Background: an optimization exercise with open tools, aiming at small area, a short achievable clock period and few clock cycles. Do not read the settings as production practice. The RTL was checked by simulation tests, not by an equivalence proof against the original design. No activity file was given, so power comes from the tool's default toggle rates.

## flow/design.v (module list and top-level ports; edited modules follow where they fit)
// module mac: 396 lines
// module projeto: 48 lines
module projeto(
    input ck,
    input inicio,
    input rst,
    input [15:0] X,
    input [15:0] A,
    input [15:0] B,
    input [15:0] C,
    output pronto,
    output overflow,
    output [15:0] resultado
);
  // ...
==> flow/flow/run.sh <==
#!/bin/bash
# The standard layout (standard.sh) with these changes:
#  - the multiply-add tree, module mac, is laid out from flow/mac_cells.v, the
#    same circuit as mac in rtl/ula.v built from cells by hand (both are
#    generated by gen/mkhand.py), so that its partial products are single
#    NAND gates feeding full-adder cells of inverted polarity;
#  - synthesis skips Yosys's early "abc -fast" (SYNTH_ARGS=-noabc);
#  - port buffers use the smallest buffer, but for the X ports (buf_4).
# Registers and their names are those of the standard synthesis.
set -euo pipefail
export SYNTH_ARGS="-noabc"
export BUFFER_PORTS_ARGS="-buffer_cell sky130_fd_sc_hd__buf_1"
# ... except the X ports, whose buffers drive many gates (flow/xbuf.tcl)
export POST_GLOBAL_PLACE_TCL="$PWD/flow/xbuf.tcl"
# design.v with module mac replaced by the cell-level one
awk '/^module mac\(/ {skip = 1} !skip {print} skip && /^endmodule/ {skip = 0}' design.v > design_cells.v
grep -q '^module mac(' design_cells.v && { echo "module mac still in design_cells.v"; exit 1; }
cat flow/mac_cells.v >> design_cells.v
sed "s#CLKGATE_MAP_FILE= #CLKGATE_MAP_FILE= VERILOG_FILES=$PWD/design_cells.v #" standard.sh > standard_cells.sh
grep -q "VERILOG_FILES=$PWD/design_cells.v" standard_cells.sh
bash standard_cells.sh > standard.log 2>&1
==> flow/flow/xbuf.tcl <==
set db [ord::get_db]
set block [ord::get_db_block]
set big [$db findMaster sky130_fd_sc_hd__buf_4]
foreach bterm [$block getBTerms] {
  if { ![string match {X\[*} [$bterm getName]] } { continue }
  set net [$bterm getNet]
  foreach iterm [$net getITerms] {
    set inst [$iterm getInst]
    if { [string match sky130_fd_sc_hd__buf_* [[$inst getMaster] getName]] } {
      $inst swapMaster $big
      puts "xbuf: [$inst getName] of [$bterm getName] -> sky130_fd_sc_hd__buf_4"
    }
  }
}
==> flow/standard.sh <==
#!/bin/bash
# synth_recipe.tcl (not shown) runs the flow's synth.tcl, then flattens the netlist and writes it again
# the make line also repeats each setting of config.mk as NAME=value (left out here)
make -C /OpenROAD-flow-scripts/flow DESIGN_CONFIG=/design/flow/config.mk WORK_HOME=/design/flow/orfs CLKGATE_MAP_FILE= SYNTH_SCRIPT=/design/flow/synth_recipe.tcl "${@:-finish}"
==> flow/config.mk <==
export PLATFORM = sky130hd
export DESIGN_NAME = projeto
export DESIGN_NICKNAME = projeto
export VERILOG_FILES = /design/flow/design.v
export SDC_FILE = /design/flow/constraint.sdc
export NUM_CORES = 4
export LEC_CHECK = 0
export CAP_MARGIN = 20
export CORE_MARGIN = 2
export CORE_UTILIZATION = 60
export CTS_BUF_LIST = sky130_fd_sc_hd__clkbuf_4 sky130_fd_sc_hd__clkbuf_8
export SETUP_SLACK_MARGIN = 3.8
export SLEW_MARGIN = 20
==> flow/constraint.sdc <==
create_clock -name core_clock -period 9.5 [get_ports {ck}]
set_input_delay 1.9000 -clock core_clock [delete_from_list [all_inputs] [get_ports {ck}]]
set_output_delay 1.9000 -clock core_clock [all_outputs]
set_load 0.01 [all_outputs]
Not shown: flow/flow/mac_cells.v
==> impl_metrics.toml, run 1 <==
[run_status]
status = "complete, no violations"

[sta]
slew_viol_final = 0
fin_crit_sh_pct = 59.9

[placed_design]
dpl.cell_count = 620
placed_cell_area_um2 = 4980

[synth]
syn_area_um2 = 4670
synth_cells = 460
synth-main-ff-cell = "dfxtp_1"
synthTopCellsByArea = "fa_1 (46%), nand2_1 (12%), dfxtp_1 (12%), buf_4 (4.2%), mux2_2 (3.9%)"
synthMuxAreaShare_pct = 7.51
synth.top_cells.by_count = "nand2_1 (149), fa_1 (108), dfxtp_1 (27)"

[clock_network]
insertion_delay_ps = 280
cts_hold_buffers = 0
cts.htree.levels = 1
post_cts_resized = 0
clk_pin_slew_ps = 100
cts_tree = "built"

[finish]
syn_to_final_growth_pct = 9.90
insertedDiodeCount = 0
dominant_cells = "multi-input combinational cells"
clkCellAreaFrac_pct = 0.903
final-nonclk-buf-share_pct = 8.20
multi_input_area_um2 = 3960
seq_area_um2 = 541
fin_nets = 711

[floorplan]
die_h_um = 92.2
dieArea_um2 = 8500
n_tap_cell = 102

[setup_path]
r2r_slack_ps = 4170
crit_cells = 12
start_kind = "primary input"

[pwr]
p_int_uw = 1040
power_uw = 2090

[route]
route.top_layer_used = "met4"
wl_met3_um = 956

[grt]
antenna_found_initial = 0
grt_pass1_vias = 3883
grt_max_degree = 23

[hold_path]
holdPathEnd = "ov"
hold_path.class = "register to register"
Testbench counts, summed over its fixed seeds: cycles 4,523.
==> run 2: changes to the inputs <==
--- a/flow/config.mk
+++ b/flow/config.mk
@@ -5,9 +5,10 @@
 export SDC_FILE = /design/flow/constraint.sdc
 export NUM_CORES = 4
 export LEC_CHECK = 0
+export ABC_AREA = 1
 export CAP_MARGIN = 20
 export CORE_MARGIN = 2
 export CORE_UTILIZATION = 60
 export CTS_BUF_LIST = sky130_fd_sc_hd__clkbuf_4 sky130_fd_sc_hd__clkbuf_8
-export SETUP_SLACK_MARGIN = 3.8
+export SETUP_SLACK_MARGIN = 4.0
 export SLEW_MARGIN = 20
==> impl_metrics.toml, run 2 <==
[run_status]
status = "complete, no violations"

[floorplan]
core-area_um2 = 7770
initial_core_util_pct = 62.1
dieArea_um2 = 8770
ioPinCount = 85
rows = 32
die_h_um = 93.6
die_width_um = 93.6

[clock_network]
cts.htree.levels = 1
cts-root-buf = "clkbuf_8"
cts_tree = "built"
clockBufferDepth = 2
insertion_delay_ps = 280
numCtsBuffers = 3
cts_sinks = 27
cts_hold_buffers = 0
clk_pin_slew_ps = 90

[route]
viasPerCell = 5.81
vias = 4029
drcViolationCount = 0
drtAntennaViolNets = 0
drt_first_iter_violations = 338
totalWireLength_um = 13400
first_pass_iters = 5
wl_per_cell_um = 19.3

[setup_path]
cpPeakStageDelay_ps = 520
slowest_stage = "fa_1"
crit_family = "adder cells"
critPathRequiredTime_ps = 9660
start_kind = "primary input"
r2r_slack_ps = 4360
worst-setup-path-type = "primary input to register"
r2r-end = "qa[13]"
cp_data_arrival_time_ps = 5690
worst-path-max-fanout = 9
reg2reg_depth = 17
end_kind = "register"
path_cells = "buf_8 -> nor4_4 -> and4_1 -> or2_4 -> mux2i_4 -> fa_1 -> fa_1 -> fa_2 -> fa_2 -> fa_1 -> fa_1"
reg2reg_from = "qa[0]"
path_common_cell = "fa_1"
path_buf_inv = 1

[synth]
ys_ff_latch = 27
synth_cells = 517
synth_top_cell_area_share_pct = 44.8
synth-main-ff-cell = "dfxtp_1"
syn-num-nets = 699
ys_seq_area_share_pct = 11.2
synth.most_common_cell = "nand2_1"
synth.distinct_cells = 36
ys_warn_count = 1
synth.top_cells.by_count = "nand2_1 (175), fa_1 (108), inv_1 (37)"
synth_edf_count = 0
synthTopCellsByArea = "fa_1 (45%), nand2_1 (14%), dfxtp_1 (11%), buf_4 (4.0%), xor2_1 (3.8%)"
syn_area_per_cell_um2 = 9.32
synthArstFlopShare_pct = 0
synth_area_leader_cell = "fa_1"
syn_area_um2 = 4820

[hold_path]
hold_path.class = "register to register"
holdPathEnd = "busy"
worstHoldStart = "busy"
min_path_cells = 1

[finish]
insertedDiodeCount = 0
drive_gt1_share_pct = 13.0
fin_area_um2 = 5490
top_regs = "qa: 16 flops, qb: 6 flops, ql: 2 flops"
syn_to_final_growth_pct = 13.9
fin_nets = 775
post-route-util_pct = 70.7
layout_commonest_cell = "nand2_1"
largest_reg_flops = 16
largest_register = "qa"
layout_common_cells = "nand2_1 (175), fa_1 (102), buf_1 (68)"

[placed_design]
placed_cell_area_um2 = 5150
post-place-ws_ps = 3330
dpl.hpwl_um = 9950
port_buffers = 84

[grt]
track_usage_pct = 31.1
grt_pass1_wl_um = 20300
grt_max_degree = 18
use_met1_pct = 43.9
grt_pass1_vias = 4052
grt_use_met3_pct = 2.82
globalRouteOverflowTotal = 0
grt_use_met2_pct = 51.9
top_usage_layer = "met2"
antenna_found_initial = 0

[sta]
setup_slack_ps = 3960
slew_viol_final = 0
hold_viol = 0
rsz0062_at_grt = "true"
setup_viol = 0
fin_skew_ps = 3.64
hold_ws_ps = 554
finalSetupTns_ps = 0
worst_pin_slew_ps = 385
max-slew-margin-rel_pct = 74.3
fin_crit_sh_pct = 58.3
period_minus_slack_ps = 5540
max_freq_mhz = 181

[flow_run]
maxCapViolations = 0

[pwr]
irDropWorstVdd_v = 0.000232
power_density_nw_per_um2 = 394
leakage_uw = 0.00214
-- run 2: kinds of logic (layout without fill, tap and decap cells) --
| logic type | Yosys count | after routing | synth area share, % |
|---|---|---|---|
| mux | 32 | 32 | 7.06 |
| simple gates | 234 | 234 | 20.7 |
| buf+inv | 65 | 140 | 7.09 |
| xor+xnor | 29 | 29 | 5.27 |
| fa+ha+maj | 115 | 115 | 46.7 |
| compound gates | 15 | 15 | 2.02 |
| flops | 27 | 27 | 11.2 |
-- run 2: metal layers --
metal / part of all wire (%) / vias up
met4: 1.9 / 0
met2: 50 / 201
met3: 6.8 / 27
met5: 0 / -
met1: 41 / 2050
li1: - / 1751
-- run 2: cell type report --
cell class | instances | area (µm²)
clock buffers | 3 | 41.3
well taps | 102 | 128
repair buffers | 97 | 588
fillers | 598 | 2280
clock inverters | 1 | 5.00
inverters | 39 | 146
flip-flops and latches | 27 | 541
multi-input cells | 425 | 4040
-- run 2: how the worst max path moves through the flow --
stage | cells after the start | end | startpoint
2_1_floorplan | 10 | qb[15] | X[0]
3_3_place_gp | 11 | qa[13] | X[2]
3_5_place_dp | 11 | qb[15] | X[12]
4_1_cts | 11 | qa[11] | X[0]
5_1_grt | 13 | qa[11] | X[12]
6_report | 11 | qb[15] | X[9]
-- run 2: through the flow --
step | instances | total power [µW]
5_1_grt | 694 | 2380
6_report | 694 | 2160
4_1_cts | 686 | 2110
2_1_floorplan | 517 | 1630
3_3_place_gp | 678 | 1950
3_5_place_dp | 678 | 2030
-- run 2: where the power goes --
part	total, µW	switching, µW	internal [µW]
clock network	66.7	37.3	29.5
registers	234	28.0	206
logic	1860	1040	824
total	2160	1100	1060
-- run 2: repair_timing --
| action | in CTS | in global routing |
|---|---|---|
| resized for setup | 6 | 32 |
| endpoints found under the hold margin | 0 | 0 |
| pin swaps | 4 | 10 |
| setup buffers | 4 | 8 |
| endpoints found under the setup margin | 11 | 10 |
==> run 3: changes to the inputs <==
--- a/flow/config.mk
+++ b/flow/config.mk
@@ -5,10 +5,10 @@
 export SDC_FILE = /design/flow/constraint.sdc
 export NUM_CORES = 4
 export LEC_CHECK = 0
-export ABC_AREA = 1
 export CAP_MARGIN = 20
 export CORE_MARGIN = 2
 export CORE_UTILIZATION = 60
 export CTS_BUF_LIST = sky130_fd_sc_hd__clkbuf_4 sky130_fd_sc_hd__clkbuf_8
+export PLACE_DENSITY = 0.75
 export SETUP_SLACK_MARGIN = 4.0
 export SLEW_MARGIN = 20
==> impl_metrics.toml, run 3 <==
[run_status]
status = "complete, no violations"

[setup_path]
r2r_slack_ps = 4110
worst-path-max-fanout = 8
critPathRequiredTime_ps = 9740
crit_family = "adder cells"
worst-setup-path-type = "primary input to register"
path_cells = "buf_12 -> nor4_4 -> and4_1 -> or2_4 -> buf_12 -> mux2i_4 -> fa_1 -> fa_2 -> fa_1 -> fa_1 -> fa_2 -> fa_2"
start_kind = "primary input"
end_kind = "register"
path_buf_inv = 2
cp_data_arrival_time_ps = 5820
slowest_stage = "fa_1"
cpPeakStageDelay_ps = 510

[sta]
setup_viol = 0
finalSetupTns_ps = 0
max-slew-margin-rel_pct = 41.3
max_freq_mhz = 179
period_minus_slack_ps = 5580
rsz0062_at_grt = "true"
setup_slack_ps = 3920
fin_skew_ps = 3.44
slew_viol_final = 0
worst_pin_slew_ps = 859
hold_ws_ps = 813
hold_viol = 0
fin_crit_sh_pct = 58.7

[floorplan]
rows = 32
die_width_um = 92.2
initial_core_util_pct = 61.0
dieArea_um2 = 8500
core-area_um2 = 7650
ioPinCount = 85
die_h_um = 92.2

[clock_network]
insertion_delay_ps = 290
cts_hold_buffers = 0
clk_pin_slew_ps = 110
cts_sinks = 27
numCtsBuffers = 3
cts.htree.levels = 1
cts_tree = "built"
clockBufferDepth = 2
cts-root-buf = "clkbuf_8"

[finish]
largest_reg_flops = 16
layout_common_cells = "nand2_1 (149), fa_1 (97), buf_1 (68)"
fin_area_um2 = 5380
insertedDiodeCount = 0
top_regs = "qa: 16 flops, qb: 6 flops, ql: 2 flops"
largest_register = "qa"
fin_nets = 720
n_fill_cell = 586
drive_gt1_share_pct = 14.7
instances_no_fill = 639
layout_commonest_cell = "nand2_1"
syn_to_final_growth_pct = 15.2

[pwr]
irDropWorstVdd_v = 0.000380
switchingPower_uw = 1050
power_frac_clock_pct = 3.4
p_seq_share_pct = 11.7
p_sw_share_pct = 49.6
power_frac_comb_pct = 84.9
leakage_uw = 0.00187
p_int_uw = 1070
power_density_nw_per_um2 = 394

[route]
viasPerCell = 6.09
first_pass_iters = 6
wl_per_cell_um = 19.7
totalWireLength_um = 12600
vias = 3889
drcViolationCount = 0
drtAntennaViolNets = 0
drt_first_iter_violations = 464

[placed_design]
post-place-ws_ps = 3440
dpl.cell_count = 620
placed_cell_area_um2 = 4980
port_buffers = 84
dpl.hpwl_um = 9740

[synth]
ys_seq_area_share_pct = 11.6
synth_area_leader_cell = "fa_1"
synth.most_common_cell = "nand2_1"
syn_area_per_cell_um2 = 10.1
ys_warn_count = 1
synth_cells = 460
ys_ff_latch = 27
synth.distinct_cells = 43
syn_area_um2 = 4670
synth-main-ff-cell = "dfxtp_1"
synth.top_cells.by_count = "nand2_1 (149), fa_1 (108), dfxtp_1 (27)"
synthArstFlopShare_pct = 0
synth_top_cell_area_share_pct = 46.3
synth_edf_count = 0
syn-num-nets = 642
synthTopCellsByArea = "fa_1 (46%), nand2_1 (12%), dfxtp_1 (12%), buf_4 (4.2%), mux2_2 (3.9%)"

[grt]
track_usage_pct = 30.2
globalRouteOverflowTotal = 0
grt_pass1_vias = 3804
grt_pass1_wl_um = 19400
antenna_found_initial = 0
grt_max_degree = 23

[flow_run]
maxCapViolations = 0

[hold_path]
hold_path.class = "register to register"
[run 3: cell types whose count changed in the layout (fill, tap and decap cells not counted), sizes merged, moves of 3 or more]
| cell | previous run | this run |
|---|---|---|
| inv | 39 | 8 |
| nand2 | 176 | 149 |
| nand3 | 10 | 1 |
| nand4 | 6 | 3 |
| nor2 | 24 | 12 |
| nor3 | 2 | 5 |
| or3 | 0 | 4 |
| xnor2 | 8 | 15 |
| xor2 | 21 | 15 |
[run 3: final cells by class]
cell class | instances | area, µm² | share of cell area [%]
clock buffer | 3 | 41.3 | 0.768
clock inverter | 1 | 7.51 | 0.140
inverter | 8 | 30.0 | 0.559
multi-input combinational | 399 | 4020 | 74.8
sequential | 27 | 541 | 10.1
tap | 102 | 128 | 2.37
timing repair buffer | 99 | 607 | 11.3
[run 3: metal layers]
layer / track usage, % / part of all wire, % / wire length [µm] / vias up
li1: - / - / - / 1637
met1: 39.0 / 34 / 4330 / 1904
met2: 51.9 / 51 / 6380 / 302
met3: 6.49 / 11 / 1400 / 46
met4: 8.58 / 3.6 / 446 / 0
met5: 0 / 0 / 0 / -
[run 3: worst register-to-register path, stage by stage (launching register included)]
cell       delay (ps)
dfxtp_1           330
ha_1              220
or3_1             400
o21ai_0           190
a21oi_1           100
mux2i_1           130
a2111oi_0         780
mux2_2            350
nand2_1            80
xor2_1            240
xor2_1            330
xor2_1            210
xnor2_1           140
fa_1              560
fa_1              150
and3_1            170
o211ai_1          130
nor4b_2           240
nand4_1           120
a2111o_1          400
[run 3: power groups by stage]
stage                     Clock [µW]  Combinational [µW]  Sequential [µW]
after floorplan                    0                1380              234
after global placement             0                1630              247
after detailed placement           0                1720              248
after CTS                       72.2                1770              246
after global routing            76.3                2090              251
final                           72.7                1800              247
[run 3: metrics by stage]
stage                     util (%)  power, µW
after CTS                     68.0       2090
after floorplan                  -       1610
final                         70.3       2120
after global placement        64.4       1870
after global routing          70.3       2410
after detailed placement      65.2       1970
[run 3: worst paths after layout]
check,from,to,cells after the start
max reg2reg,qa[9],ov,19
min reg2reg,ov,ov,5
max,X[3],qa[11],12
min,ov,ov,5
[run 3: cells by family (layout without fill, tap and decap cells)]
kind of cell               Yosys count  count (layout)  share of synthesized area, %
AOI/OAI and AO/OA                   23              23                          3.67
xor gates and xnor gates            30              30                          5.63
adders and majority gates          115             115                          48.2
buffers and inverters               34             111                          4.83
DFF                                 27              27                          11.6
muxes                               33              33                          7.51
and+or+nand+nor                    198             198                          18.6
[run 3: repair_timing]
action | in CTS | in global routing
buffers inserted | 10 | 5
endpoints found under the setup margin | 8 | 8
pin swaps | 11 | 10
gates resized for setup | 18 | 28
==> run 4: changes to the inputs <==
--- a/flow/config.mk
+++ b/flow/config.mk
@@ -9,6 +9,6 @@
 export CORE_MARGIN = 2
 export CORE_UTILIZATION = 60
 export CTS_BUF_LIST = sky130_fd_sc_hd__clkbuf_4 sky130_fd_sc_hd__clkbuf_8
-export PLACE_DENSITY = 0.75
+export GPL_ROUTABILITY_DRIVEN = 0
 export SETUP_SLACK_MARGIN = 4.0
 export SLEW_MARGIN = 20
==> impl_metrics.toml, run 4 <==
[run_status]
status = "complete, no violations"

[synth]
synthTopCellsByArea = "fa_1 (46%), nand2_1 (12%), dfxtp_1 (12%), buf_4 (4.2%), mux2_2 (3.9%)"
synth_fa_ha_area_share_pct = 48.2
syn-num-nets = 642
synth.distinct_cells = 43
ys_seq_area_share_pct = 11.6
synthArstFlopShare_pct = 0
synth.most_common_cell = "nand2_1"
synth_top_cell_area_share_pct = 46.3
syn_area_um2 = 4670
synth-compound-area-share_pct = 3.67
ys_ff_latch = 27
synthMuxAreaShare_pct = 7.51
synth_edf_count = 0
ys_warn_count = 1
synth_area_leader_cell = "fa_1"
synth-main-ff-cell = "dfxtp_1"
syn_area_per_cell_um2 = 10.1
synth_top_family_by_area = "adder cells"
yosys.area_share.simple_pct = 18.6
synth.top_cells.by_count = "nand2_1 (149), fa_1 (108), dfxtp_1 (27)"
synth-xor-area-share_pct = 5.63
synth_cells = 460

[floorplan]
initial_core_util_pct = 61.0
die_width_um = 92.2
die_h_um = 92.2
ioPinCount = 85
rows = 32
dieArea_um2 = 8500
core-area_um2 = 7650

[placed_design]
dpl.cell_count = 621
port_buffers = 84
dpl.hpwl_um = 9650

[route]
totalWireLength_um = 13000
drcViolationCount = 0
viasPerCell = 5.97
drt_first_iter_violations = 278
drtAntennaViolNets = 0
wl_per_cell_um = 20.1
first_pass_iters = 5
vias = 3858

[clock_network]
cts_tree = "built"
clockBufferDepth = 2
cts-root-buf = "clkbuf_8"
clk_pin_slew_ps = 110
cts.htree.levels = 1
insertion_delay_ps = 280
cts_sinks = 27
numCtsBuffers = 3

[sta]
slew_viol_final = 0
rsz0062_at_grt = "true"
finalSetupTns_ps = 0
hold_viol = 0
period_minus_slack_ps = 5570
worst_pin_slew_ps = 1030
max_freq_mhz = 179
max-slew-margin-rel_pct = 31.5
fin_skew_ps = 7.24
setup_viol = 0
fin_crit_sh_pct = 58.7

[finish]
top_regs = "qa: 16 flops, qb: 6 flops, ql: 2 flops"
drive_gt1_share_pct = 14.3
largest_register = "qa"
insertedDiodeCount = 0
layout_common_cells = "nand2_1 (149), fa_1 (103), buf_1 (68)"
instances_no_fill = 646
n_fill_cell = 594
largest_reg_flops = 16
syn_to_final_growth_pct = 15.8
fin_nets = 727
layout_commonest_cell = "nand2_1"

[pwr]
irDropWorstVdd_v = 0.000428
leakage_uw = 0.00191
power_density_nw_per_um2 = 393

[grt]
track_usage_pct = 31.6
globalRouteOverflowTotal = 0
antenna_found_initial = 0
grt_pass1_wl_um = 20200
grt_max_degree = 23
grt_pass1_vias = 3893

[hold_path]
min_path_cells = 5
hold_path.class = "register to register"

[setup_path]
worst-path-max-fanout = 9
end_kind = "register"
critPathRequiredTime_ps = 9670
worst-setup-path-type = "primary input to register"
reg2reg_depth = 14
path_common_cell = "fa_1"
path_cells = "buf_6 -> nor4_4 -> and4_1 -> or2_4 -> mux2i_2 -> fa_1 -> fa_1 -> fa_2 -> fa_2 -> fa_1 -> fa_1"
start_kind = "primary input"
cp_data_arrival_time_ps = 5750
cpPeakStageDelay_ps = 530
slowest_stage = "fa_1"

[flow_run]
maxCapViolations = 0
==> run 4: cell counts after synthesis <==
Identical to the previous run, type by type.
==> run 4: cell families after synthesis <==
kind of cell | after synthesis
xor+xnor | 30
flops | 27
mux | 33
compound gates | 23
simple gates | 198
fa+ha+maj | 115
buf+inv | 34
==> run 4: routing by layer <==
metal | track usage, % | share of wire [%] | vias up | routed length [µm]
li1 | - | - | 1649 | -
met1 | 42.6 | 37 | 1942 | 4790
met2 | 53.4 | 51 | 243 | 6670
met3 | 5.75 | 9.7 | 24 | 1270
met4 | 8.08 | 2.2 | 0 | 290
met5 | 0 | 0 | - | 0
==> run 4: critical path: cells and delay by family <==
family,cells,cell delay [ps]
adder cells (fa/ha/maj),6,2710
AND/OR/NAND/NOR,3,710
buffers and inverters,1,130
multiplexers,1,290
==> run 4: worst paths after layout <==
path	slack, ps	start	to
worst min-delay path	760	ov	ov
worst min register to register	760	ov	ov
worst max-delay path	3930	X[11]	qb[15]
worst max register to register	4260	qa[2]	qa[13]
==> run 4: repair_timing <==
item                       in CTS  in global routing
gates resized for setup        18                 24
pin swaps                      14                 11
hold buffers                    0                  0
cloned                          0                  0
setup buffers                   5                 16
setup endpoints to repair      10                  8
==> run 4: per-stage QoR <==
step	util (%)	worst slack [ps]	area (µm²)	power (µW)	hold WS, ps
floorplan	-	3910	4680	1610	665
global placement	64.5	3320	4930	1910	704
detailed placement	65.3	3300	4990	1980	719
CTS	67.4	4000	5150	2100	754
global route	70.7	3840	5400	2350	777
finish	70.7	3930	5400	2120	756
==> run 4: where the power goes <==
part           internal [µW]  switching, µW  leakage [µW]  total (µW)
registers                207           37.8      0.000227         245
clock network           29.9           41.4     0.0000217        71.2
logic                    832            973       0.00166        1800
==> run 4: layout make-up <==
class | instances | area, µm² | area share (%)
Clock buffer | 3 | 41.3 | 0.764
Clock inverter | 1 | 7.51 | 0.139
Inverter | 8 | 30.0 | 0.556
Timing Repair Buffer | 106 | 666 | 12.3
Sequential cell | 27 | 541 | 10.0
Tap cell | 102 | 128 | 2.36
Multi-Input combinational cell | 399 | 3990 | 73.9
==> run 5: changes to the inputs <==
--- a/flow/config.mk
+++ b/flow/config.mk
@@ -9,6 +9,5 @@
 export CORE_MARGIN = 2
 export CORE_UTILIZATION = 60
 export CTS_BUF_LIST = sky130_fd_sc_hd__clkbuf_4 sky130_fd_sc_hd__clkbuf_8
-export GPL_ROUTABILITY_DRIVEN = 0
 export SETUP_SLACK_MARGIN = 4.0
 export SLEW_MARGIN = 20
==> impl_metrics.toml, run 5 <==
[finish]
largest_register = "qa"
largest_reg_flops = 16
layout_common_cells = "nand2_1 (149), fa_1 (104), buf_1 (68)"
layout_commonest_cell = "nand2_1"
syn_to_final_growth_pct = 11.2
drive_gt1_share_pct = 11.7
top_regs = "qa: 16 flops, qb: 6 flops, ql: 2 flops"
fin_nets = 713
post-route-util_pct = 67.9
fin_area_um2 = 5190
n_fill_cell = 639
insertedDiodeCount = 0

[sta]
finalSetupTns_ps = 0
max_freq_mhz = 182
slew_viol_final = 0
worst_pin_slew_ps = 1010
hold_viol = 0
period_minus_slack_ps = 5490
setup_viol = 0
max-slew-margin-rel_pct = 32.3
rsz0062_at_grt = "true"
fin_skew_ps = 3.55
fin_crit_sh_pct = 57.8

[setup_path]
reg2reg_from = "qa[9]"
path_cells = "buf_4 -> nor4_2 -> and4_1 -> or2_4 -> mux2i_4 -> fa_1 -> fa_2 -> fa_1 -> fa_1 -> fa_2 -> fa_1"
start_kind = "primary input"
slowest_stage = "fa_1"
cp_data_arrival_time_ps = 5660
path_buf_inv = 1
critPathLaunch = "X[15]"
crit_family = "adder cells"
critPathRequiredTime_ps = 9670
cpPeakStageDelay_ps = 500
path_common_cell = "fa_1"
end_kind = "register"
worst-path-max-fanout = 7
worst-setup-path-type = "primary input to register"

[synth]
synth.distinct_cells = 43
synth_edf_count = 0
ys_seq_area_share_pct = 11.6
ys_ff_latch = 27
syn_area_um2 = 4670
synth_area_leader_cell = "fa_1"
synthTopCellsByArea = "fa_1 (46%), nand2_1 (12%), dfxtp_1 (12%), buf_4 (4.2%), mux2_2 (3.9%)"
syn-num-nets = 642
syn_area_per_cell_um2 = 10.1
synthArstFlopShare_pct = 0
synth-main-ff-cell = "dfxtp_1"
synth.top_cells.by_count = "nand2_1 (149), fa_1 (108), dfxtp_1 (27)"
synth_cells = 460
ys_warn_count = 1
synth_top_cell_area_share_pct = 46.3
synth.most_common_cell = "nand2_1"

[floorplan]
dieArea_um2 = 8500
die_width_um = 92.2
initial_core_util_pct = 61.0
core-area_um2 = 7650
rows = 32
ioPinCount = 85
die_h_um = 92.2

[grt]
globalRouteOverflowTotal = 0
grt_max_degree = 23
grt_pass1_vias = 3944
grt_pass1_wl_um = 20500
track_usage_pct = 32.2
antenna_found_initial = 0

[clock_network]
cts_sinks = 27
clockBufferDepth = 2
insertion_delay_ps = 290
cts-root-buf = "clkbuf_8"
clk_pin_slew_ps = 110
cts_tree = "built"
numCtsBuffers = 3
cts_hold_buffers = 0
cts.htree.levels = 1

[route]
drt-met1-wl_um = 4960
dr_wl_met2_um = 6550
drt_first_iter_violations = 317
wl_per_cell_um = 20.3
first_pass_iters = 6
vias = 3740
route.top_layer_used = "met4"
drcViolationCount = 0
drtAntennaViolNets = 0
totalWireLength_um = 12800
viasPerCell = 5.92
wl_met3_um = 942

[flow_run]
maxCapViolations = 0

[pwr]
irDropWorstVdd_v = 0.000402
power_density_nw_per_um2 = 405
leakage_uw = 0.00181
power_uw = 2100

[hold_path]
worstHoldStart = "ql[1]"
hold_path.class = "register to register"

[placed_design]
port_buffers = 84
dpl.hpwl_um = 10000
placed_cell_area_um2 = 4990

[run_status]
status = "complete, no violations"
-- run 5: cell type report --
| type | count | area, µm² | share of cell area [%] |
|---|---|---|---|
| clock buffers | 3 | 41.3 | 0.796 |
| clock inverters | 1 | 7.51 | 0.145 |
| inverters | 8 | 30.0 | 0.579 |
| multi-input cells | 399 | 3970 | 76.5 |
| flip-flops and latches | 27 | 541 | 10.4 |
| well taps | 102 | 128 | 2.46 |
| repair buffers | 92 | 473 | 9.11 |
-- run 5: final timing paths --
| path | cells past startpoint | end | slack [ps] |
|---|---|---|---|
| max | 11 | qa[11] | 4010 |
| min | 5 | ov | 740 |
| max reg2reg | 19 | ov | 4190 |
| min reg2reg | 5 | ov | 740 |
-- run 5: power breakdown --
group	switching, µW	internal [µW]
combinational	966	815
clock	42.7	29.9
sequential	39.0	207
-- run 5: per-layer routing --
| layer | track usage (%) | vias up |
|---|---|---|
| met5 | 0 | - |
| met1 | 43.1 | 1886 |
| met2 | 55.6 | 200 |
| met4 | 9.58 | 0 |
| li1 | - | 1624 |
| met3 | 3.86 | 30 |
-- run 5: cell families (layout without fill, tap and decap cells) --
| logic type | after synthesis | in the layout | share of synthesized area [%] |
|---|---|---|---|
| AOI/OAI and AO/OA | 23 | 23 | 3.67 |
| DFF | 27 | 27 | 11.6 |
| buffers and inverters | 34 | 104 | 4.83 |
| and+or+nand+nor | 198 | 198 | 18.6 |
| xor gates and xnor gates | 30 | 30 | 5.63 |
| adders and majority gates | 115 | 115 | 48.2 |
| muxes | 33 | 33 | 7.51 |
-- run 5: what timing repair did --
item / CTS / global route
endpoints found under the setup margin: 9 / 8
pin swaps: 5 / 6
gates resized for setup: 5 / 16
setup buffers: 5 / 2
gates cloned: 0 / 0
-- run 5: through the flow --
| stage | instances | setup slack (ps) | hold WS (ps) |
|---|---|---|---|
| 6_report | 632 | 4010 | 736 |
| 5_1_grt | 632 | 3920 | 795 |
| 3_3_place_gp | 621 | 3320 | 714 |
| 2_1_floorplan | 460 | 3910 | 665 |
| 3_5_place_dp | 621 | 3360 | 703 |
| 4_1_cts | 630 | 4010 | 737 |
-- run 5: worst reg2reg max path, delay by kind of cell (launching register included) --
kind | cells | cell delay [ps]
AOI/OAI and AO/OA | 5 | 1560
xor gates and xnor gates | 4 | 850
adders and majority gates | 3 | 960
DFF | 1 | 320
muxes | 2 | 480
and+or+nand+nor | 5 | 1030
==> run 6: changes to the inputs <==
--- a/flow/flow/run.sh
+++ b/flow/flow/run.sh
@@ -4,11 +4,9 @@
 #    same circuit as mac in rtl/ula.v built from cells by hand (both are
 #    generated by gen/mkhand.py), so that its partial products are single
 #    NAND gates feeding full-adder cells of inverted polarity;
-#  - synthesis skips Yosys's early "abc -fast" (SYNTH_ARGS=-noabc);
 #  - port buffers use the smallest buffer, but for the X ports (buf_4).
 # Registers and their names are those of the standard synthesis.
 set -euo pipefail
-export SYNTH_ARGS="-noabc"
 export BUFFER_PORTS_ARGS="-buffer_cell sky130_fd_sc_hd__buf_1"
 # ... except the X ports, whose buffers drive many gates (flow/xbuf.tcl)
 export POST_GLOBAL_PLACE_TCL="$PWD/flow/xbuf.tcl"
==> impl_metrics.toml, run 6 <==
[run_status]
status = "complete, no violations"

[clock_network]
numCtsBuffers = 3
clk_pin_slew_ps = 110
cts_sinks = 27
insertion_delay_ps = 280
cts-root-buf = "clkbuf_8"
cts_tree = "built"
cts.htree.levels = 1
clockBufferDepth = 2
cts_hold_buffers = 0

[setup_path]
worst-path-max-fanout = 11
end_kind = "register"
crit_family = "adder cells"
slowest_stage = "fa_2"
cp_data_arrival_time_ps = 5800
path_buf_inv = 1
critPathRequiredTime_ps = 9720
worst-setup-path-type = "primary input to register"
start_kind = "primary input"
cpPeakStageDelay_ps = 530
path_cells = "buf_6 -> nor4_2 -> and4_4 -> or2_4 -> mux2i_2 -> fa_1 -> fa_2 -> fa_1 -> fa_1 -> fa_2 -> fa_2"

[synth]
synth.distinct_cells = 39
synthMuxAreaShare_pct = 7.73
ys_seq_area_share_pct = 11.9
synth.top_cells.by_count = "nand2_1 (144), fa_1 (108), dfxtp_1 (27)"
synth-compound-area-share_pct = 4.28
synth_edf_count = 0
synth_area_leader_cell = "fa_1"
syn-num-nets = 624
syn_area_um2 = 4530
synthArstFlopShare_pct = 0
synth_cells = 442
syn_area_per_cell_um2 = 10.3
synth_top_family_by_area = "adder cells"
synth.most_common_cell = "nand2_1"
synth-main-ff-cell = "dfxtp_1"
ys_warn_count = 1
synth_top_cell_area_share_pct = 47.7
synth_fa_ha_area_share_pct = 49.7
ys_ff_latch = 27
synth-xor-area-share_pct = 5.80
synthTopCellsByArea = "fa_1 (48%), dfxtp_1 (12%), nand2_1 (12%), mux2_2 (4.0%), mux2i_1 (3.8%)"
yosys.area_share.simple_pct = 18.2

[finish]
layout_common_cells = "nand2_1 (144), fa_1 (100), buf_1 (68)"
n_fill_cell = 594
largest_register = "qa"
fin_area_um2 = 5220
fin_nets = 712
syn_to_final_growth_pct = 15.1
layout_commonest_cell = "nand2_1"
post-route-util_pct = 71.5
top_regs = "qa: 16 flops, qb: 6 flops, ql: 2 flops"
instances_no_fill = 628
drive_gt1_share_pct = 13.2
insertedDiodeCount = 0
largest_reg_flops = 16

[route]
vias = 3743
viasPerCell = 5.96
wl_per_cell_um = 20.6
first_pass_iters = 5
drcViolationCount = 0
drtAntennaViolNets = 0
drt_first_iter_violations = 347
totalWireLength_um = 12900

[floorplan]
dieArea_um2 = 8260
initial_core_util_pct = 62.1
rows = 31
die_h_um = 90.9
core-area_um2 = 7290
die_width_um = 90.9
ioPinCount = 85

[pwr]
irDropWorstVdd_v = 0.000533
power_density_nw_per_um2 = 412
leakage_uw = 0.00183

[flow_run]
maxCapViolations = 0

[sta]
setup_viol = 0
finalSetupTns_ps = 0
max-slew-margin-rel_pct = 33.9
period_minus_slack_ps = 5580
hold_viol = 0
max_freq_mhz = 179
worst_pin_slew_ps = 990
fin_skew_ps = 7.02
fin_crit_sh_pct = 58.7
rsz0062_at_grt = "true"
slew_viol_final = 0

[grt]
antenna_found_initial = 0
track_usage_pct = 32.9
grt_max_degree = 23
grt_pass1_wl_um = 20600
grt_pass1_vias = 3924
globalRouteOverflowTotal = 0

[placed_design]
dpl.hpwl_um = 9770
dpl.cell_count = 617
placed_cell_area_um2 = 4980
port_buffers = 84

[hold_path]
hold_path.class = "register to register"
[run 6: area by class of cell]
class	count	area [µm²]	area share, %
multi-input combinational	397	3990	76.6
tap	99	124	2.38
clock buffer	3	41.3	0.792
sequential	27	541	10.4
inverter	9	33.8	0.648
clock inverter	1	7.51	0.144
timing repair buffer	92	474	9.09
[run 6: report_power, final]
group / leakage [µW] / internal [µW] / total (µW) / switching (µW)
registers: 0.000227 / 207 / 242 / 34.6
clock network: 0.0000217 / 29.8 / 69.6 / 39.7
logic: 0.00158 / 843 / 1840 / 994
[run 6: final timing paths]
kind / slack, ps / end / cells past startpoint / from
worst max-delay path: 3920 / qa[11] / 11 / X[7]
worst min-delay path: 680 / ov / 2 / qa[15]
worst max register to register: 4170 / qa[13] / 14 / qa[3]
worst min register to register: 680 / ov / 2 / qa[15]
[run 6: logic make-up (layout without fill, tap and decap cells)]
logic type / Yosys count / after routing
adders and majority gates: 115 / 115
buffers and inverters: 19 / 105
muxes: 33 / 33
DFF: 27 / 27
xor gates and xnor gates: 30 / 30
and+or+nand+nor: 193 / 194
AOI/OAI and AO/OA: 25 / 25
[run 6: layer usage]
layer / global-route usage (%) / vias up / wire [µm] / part of all wire [%]
met2: 56.4 / 230 / 6610 / 51
met5: 0 / - / 0 / 0
met4: 9.22 / 0 / 323 / 2.5
li1: - / 1603 / - / -
met3: 5.93 / 26 / 1160 / 9.0
met1: 43.4 / 1884 / 4850 / 37
[run 6: per-stage QoR]
step           setup WS, ps  hold WS [ps]  total power [µW]
5_1_grt                3880           727              2420
3_3_place_gp           3300           658              1910
3_5_place_dp           3290           658              2010
2_1_floorplan          3910           597              1530
4_1_cts                3980           680              2100
6_report               3920           685              2150
[run 6: worst register-to-register path: stages (launching register included)]
cell	delay, ps
dfxtp_1	350
or4_4	550
o21ai_1	230
nand2_1	130
a211oi_1	290
xnor2_1	200
mux2_2	370
nand2_1	100
fa_1	390
fa_1	530
fa_1	430
fa_1	540
fa_1	430
or2_1	240
fa_1	420
[run 6: timing repair]
action                                  in CTS  in global routing
gates cloned                                 1                  0
endpoints found under the setup margin      10                  9
buffers inserted                             5                  1
endpoints found under the hold margin        0                  0
pin swaps                                   13                  6
gates resized for setup                     23                 10
==> run 7: changes to the inputs <==
==> flow/flow/run.sh (replaced) <==
#!/bin/bash
# The standard layout (standard.sh) with these changes:
#  - the multiply-add tree, module mac, is laid out from flow/mac_cells.v, the
#    same circuit as mac in rtl/ula.v built from cells by hand (both are
#    generated by gen/mkhand.py), so that its partial products are single
#    NAND gates feeding full-adder cells of inverted polarity;
#  - synthesis skips Yosys's early "abc -fast" (SYNTH_ARGS=-noabc), and its
#    extract_fa looks for full adders only (flow/synth_fa.tcl), leaving the
#    carry-propagate adder to abc;
#  - port buffers use the smallest buffer, but for the X ports (buf_4).
# Registers and their names are those of the standard synthesis.
set -euo pipefail
export SYNTH_ARGS="-noabc"
export BUFFER_PORTS_ARGS="-buffer_cell sky130_fd_sc_hd__buf_1"
# ... except the X ports, whose buffers drive many gates (flow/xbuf.tcl)
export POST_GLOBAL_PLACE_TCL="$PWD/flow/xbuf.tcl"
# design.v with module mac replaced by the cell-level one
awk '/^module mac\(/ {skip = 1} !skip {print} skip && /^endmodule/ {skip = 0}' design.v > design_cells.v
grep -q '^module mac(' design_cells.v && { echo "module mac still in design_cells.v"; exit 1; }
cat flow/mac_cells.v >> design_cells.v
sed "s#CLKGATE_MAP_FILE= #CLKGATE_MAP_FILE= VERILOG_FILES=$PWD/design_cells.v #; s#SYNTH_SCRIPT=[^ ]*#SYNTH_SCRIPT=$PWD/flow/synth_fa.tcl#" standard.sh > standard_cells.sh
grep -q "VERILOG_FILES=$PWD/design_cells.v" standard_cells.sh
grep -q "SYNTH_SCRIPT=$PWD/flow/synth_fa.tcl" standard_cells.sh
bash standard_cells.sh > standard.log 2>&1
==> flow/flow/synth_fa.tcl (new file) <==
proc synth {args} { yosys synth -nofsm -noshare {*}$args }
proc extract_fa {args} { yosys extract_fa -fa }
source $::env(SCRIPTS_DIR)/synth.tcl
# left out here: clear keep_hierarchy, flatten, clean up, hide names made inside functions, write 1_2_yosys.v
==> impl_metrics.toml, run 7 <==
[synth]
syn_area_per_cell_um2 = 10.3
synth_fa_ha_area_share_pct = 47.1
synth_edf_count = 0
ys_ff_latch = 27
synthMuxAreaShare_pct = 7.41
ys_warn_count = 1
synth.distinct_cells = 40
synth_area_leader_cell = "fa_1"
ys_seq_area_share_pct = 11.8
synth-compound-area-share_pct = 5.04
synthArstFlopShare_pct = 0
synth-main-ff-cell = "dfxtp_1"
yosys.area_share.simple_pct = 16.9
synth_top_cell_area_share_pct = 47.1
synth.top_cells.by_count = "nand2_1 (139), fa_1 (108), dfxtp_1 (27)"
synth_top_family_by_area = "adder cells"
synth.most_common_cell = "nand2_1"
synthTopCellsByArea = "fa_1 (47%), dfxtp_1 (12%), nand2_1 (11%), buf_4 (4.3%), mux2_2 (3.9%)"
synth_cells = 445
syn-num-nets = 620
synth-xor-area-share_pct = 7.06
syn_area_um2 = 4590

[route]
wl_per_cell_um = 20.2
drtAntennaViolNets = 0
drt_first_iter_violations = 367
vias = 3648
totalWireLength_um = 12400
drcViolationCount = 0
first_pass_iters = 7
viasPerCell = 5.94

[setup_path]
cpPeakStageDelay_ps = 500
path_cells = "buf_6 -> buf_12 -> nor4_4 -> and4_1 -> or2_4 -> buf_12 -> mux2i_4 -> fa_1 -> fa_2 -> fa_1 -> fa_1 -> fa_2 -> fa_1"
cp_data_arrival_time_ps = 5720
reg2reg_from = "qa[1]"
critPathLaunch = "X[1]"
r2r-end = "qb[15]"
worst-path-max-fanout = 4
start_kind = "primary input"
worst-setup-path-type = "primary input to register"
end_kind = "register"
path_common_cell = "fa_1"
crit_end = "qa[11]"
slowest_stage = "fa_1"
r2r_slack_ps = 4220
reg2reg_depth = 15
critPathRequiredTime_ps = 9670

[pwr]
power_density_nw_per_um2 = 364
leakage_uw = 0.00176
irDropWorstVdd_v = 0.000464

[sta]
fin_crit_sh_pct = 58.5
finalSetupTns_ps = 0
max-slew-margin-rel_pct = 38.0
setup_viol = 0
hold_viol = 0
worst_pin_slew_ps = 929
fin_skew_ps = 2.76
rsz0062_at_grt = "true"
max_freq_mhz = 180
period_minus_slack_ps = 5550
slew_viol_final = 0

[clock_network]
insertion_delay_ps = 280
cts_sinks = 27
cts-root-buf = "clkbuf_8"
cts_hold_buffers = 0
numCtsBuffers = 3
cts.htree.levels = 1
clk_pin_slew_ps = 100
cts_tree = "built"
clockBufferDepth = 2

[floorplan]
core-area_um2 = 7330
ioPinCount = 85
initial_core_util_pct = 62.6
die_width_um = 91.5
rows = 31
die_h_um = 91.5
dieArea_um2 = 8370

[finish]
layout_commonest_cell = "nand2_1"
insertedDiodeCount = 0
drive_gt1_share_pct = 14.0
fin_nets = 691
syn_to_final_growth_pct = 12.6
layout_common_cells = "nand2_1 (139), fa_1 (101), buf_1 (68)"
seq_area_um2 = 541
largest_register = "qa"
n_fill_cell = 574
top_regs = "qa: 16 flops, qb: 6 flops, ql: 2 flops"
largest_reg_flops = 16
fin_area_um2 = 5170
multi_input_area_um2 = 3950

[grt]
grt_pass1_vias = 3939
track_usage_pct = 31.3
antenna_found_initial = 0
grt_pass1_wl_um = 20100
globalRouteOverflowTotal = 0
grt_max_degree = 21

[placed_design]
placed_cell_area_um2 = 4910
port_buffers = 84
dpl.hpwl_um = 9520

[hold_path]
min_path_cells = 2
hold_path.class = "register to register"

[flow_run]
maxCapViolations = 0

[run_status]
status = "complete, no violations"
==> run 7: changes by cell type in the layout (fill, tap and decap cells not counted), moves of 3 or more <==
cell     previous run  this run
ha_1                7         0
inv_1               9         3
nand2_1           144       139
nor2b_1             4         0
xnor2_1            14        18
o21a_1              0         3
or4_1               0         3
xor2_1             16        19
==> run 7: timing repair <==
item,4_1_cts,5_1_grt
setup buffers,6,1
setup endpoints to repair,8,7
pin swaps,10,11
gates resized for setup,16,15
gates cloned,0,0
==> run 7: how the worst min path moves through the flow <==
| stage | start | end | slack, ps |
|---|---|---|---|
| floorplan | qa[15] | ov | 600 |
| global placement | qa[15] | ov | 630 |
| detailed placement | qa[15] | ov | 630 |
| CTS | qa[15] | ov | 640 |
| global route | qa[15] | ov | 690 |
| finish | qa[15] | ov | 650 |
==> run 7: where the power goes <==
group	leakage, µW	internal (µW)	switching, µW	total [µW]
sequential	0.000227	202	51.2	254
clock	0.0000255	29.5	40.6	70.2
combinational	0.00151	727	832	1560
total	0.00176	958	924	1880
==> run 7: per-layer routing <==
layer | vias up | GRT usage [%] | part of all wire, %
li1 | 1570 | - | -
met1 | 1810 | 42.6 | 40
met2 | 231 | 51.5 | 49
met3 | 37 | 5.39 | 8.4
met4 | 0 | 9.97 | 3.3
met5 | - | 0 | 0
==> run 7: stage by stage <==
stage               util [%]  power [µW]  worst slack, ps  cells  hold WS, ps
finish                  70.5        1880             3950    614          648
global route            70.5        2110             3820    614          686
CTS                     69.4        1860             3990    613          642
detailed placement      67.0        1750             3280    603          634
global placement        66.2        1700             3350    603          628
floorplan                  -        1420             3910    445          599
==> run 7: cells by family after synthesis <==
group	Yosys count
buf+inv	30
compound gates	27
flops	27
fa+ha+maj	108
simple gates	184
xor+xnor	37
mux	32
==> run 7: layout make-up <==
class	count	share of cell area (%)
Multi-Input combinational cell	388	76.4
Sequential cell	27	10.5
Timing Repair Buffer	93	9.63
Tap cell	99	2.40
Clock buffer	3	0.799
Inverter	3	0.218
Clock inverter	1	0.0968
==> run 7: worst max-delay path, delay by kind of cell <==
family,cells,cell delay [ps]
AND/OR/NAND/NOR,3,700
buffers and inverters,3,350
multiplexers,1,220
adder cells (fa/ha/maj),6,2530

[separate check: timing with driven ports]
Ports are ideal in the flow. The routed layouts listed here were re-timed in OpenROAD.
Step 1 (the two cells are an assumption about what drives the block):
set clk [get_ports {ck}]
set_driving_cell -lib_cell sky130_fd_sc_hd__clkbuf_16 $clk
set_driving_cell -lib_cell sky130_fd_sc_hd__buf_2 [delete_from_list [all_inputs] $clk]
Step 2, shift: input delay + t, output delay - t, t = (earliest + latest rising clock arrival at the registers) / 2. This alone moves slack from input paths to output paths.
Slacks: ideal / step 1 / step 2; pairs: ideal / step 1.
run | t, ns | slack for setup (ns) | worst hold slack (ns)
run 1 | 0.308 | 3.805 / 3.805 / 3.496 | 0.782 / 0.782 / 0.782
run 2 | 0.300 | 3.964 / 3.943 / 3.643 | 0.554 / 0.554 / 0.554
run 3 | 0.318 | 3.922 / 3.894 / 3.576 | 0.813 / 0.813 / 0.813
run 4 | 0.309 | 3.927 / 3.898 / 3.589 | 0.756 / 0.756 / 0.756
run 5 | 0.320 | 4.009 / 4.011 / 3.692 | 0.736 / 0.736 / 0.736
run 6 | 0.308 | 3.920 / 3.920 / 3.611 | 0.685 / 0.685 / 0.685
run 7 | 0.305 | 3.945 / 3.939 / 3.634 | 0.648 / 0.648 / 0.648
After both steps every run listed still meets setup and hold. For run 3, which loses most, drivers alone change the setup slack by -0.028 ns; drivers and shift together by -0.346 ns.
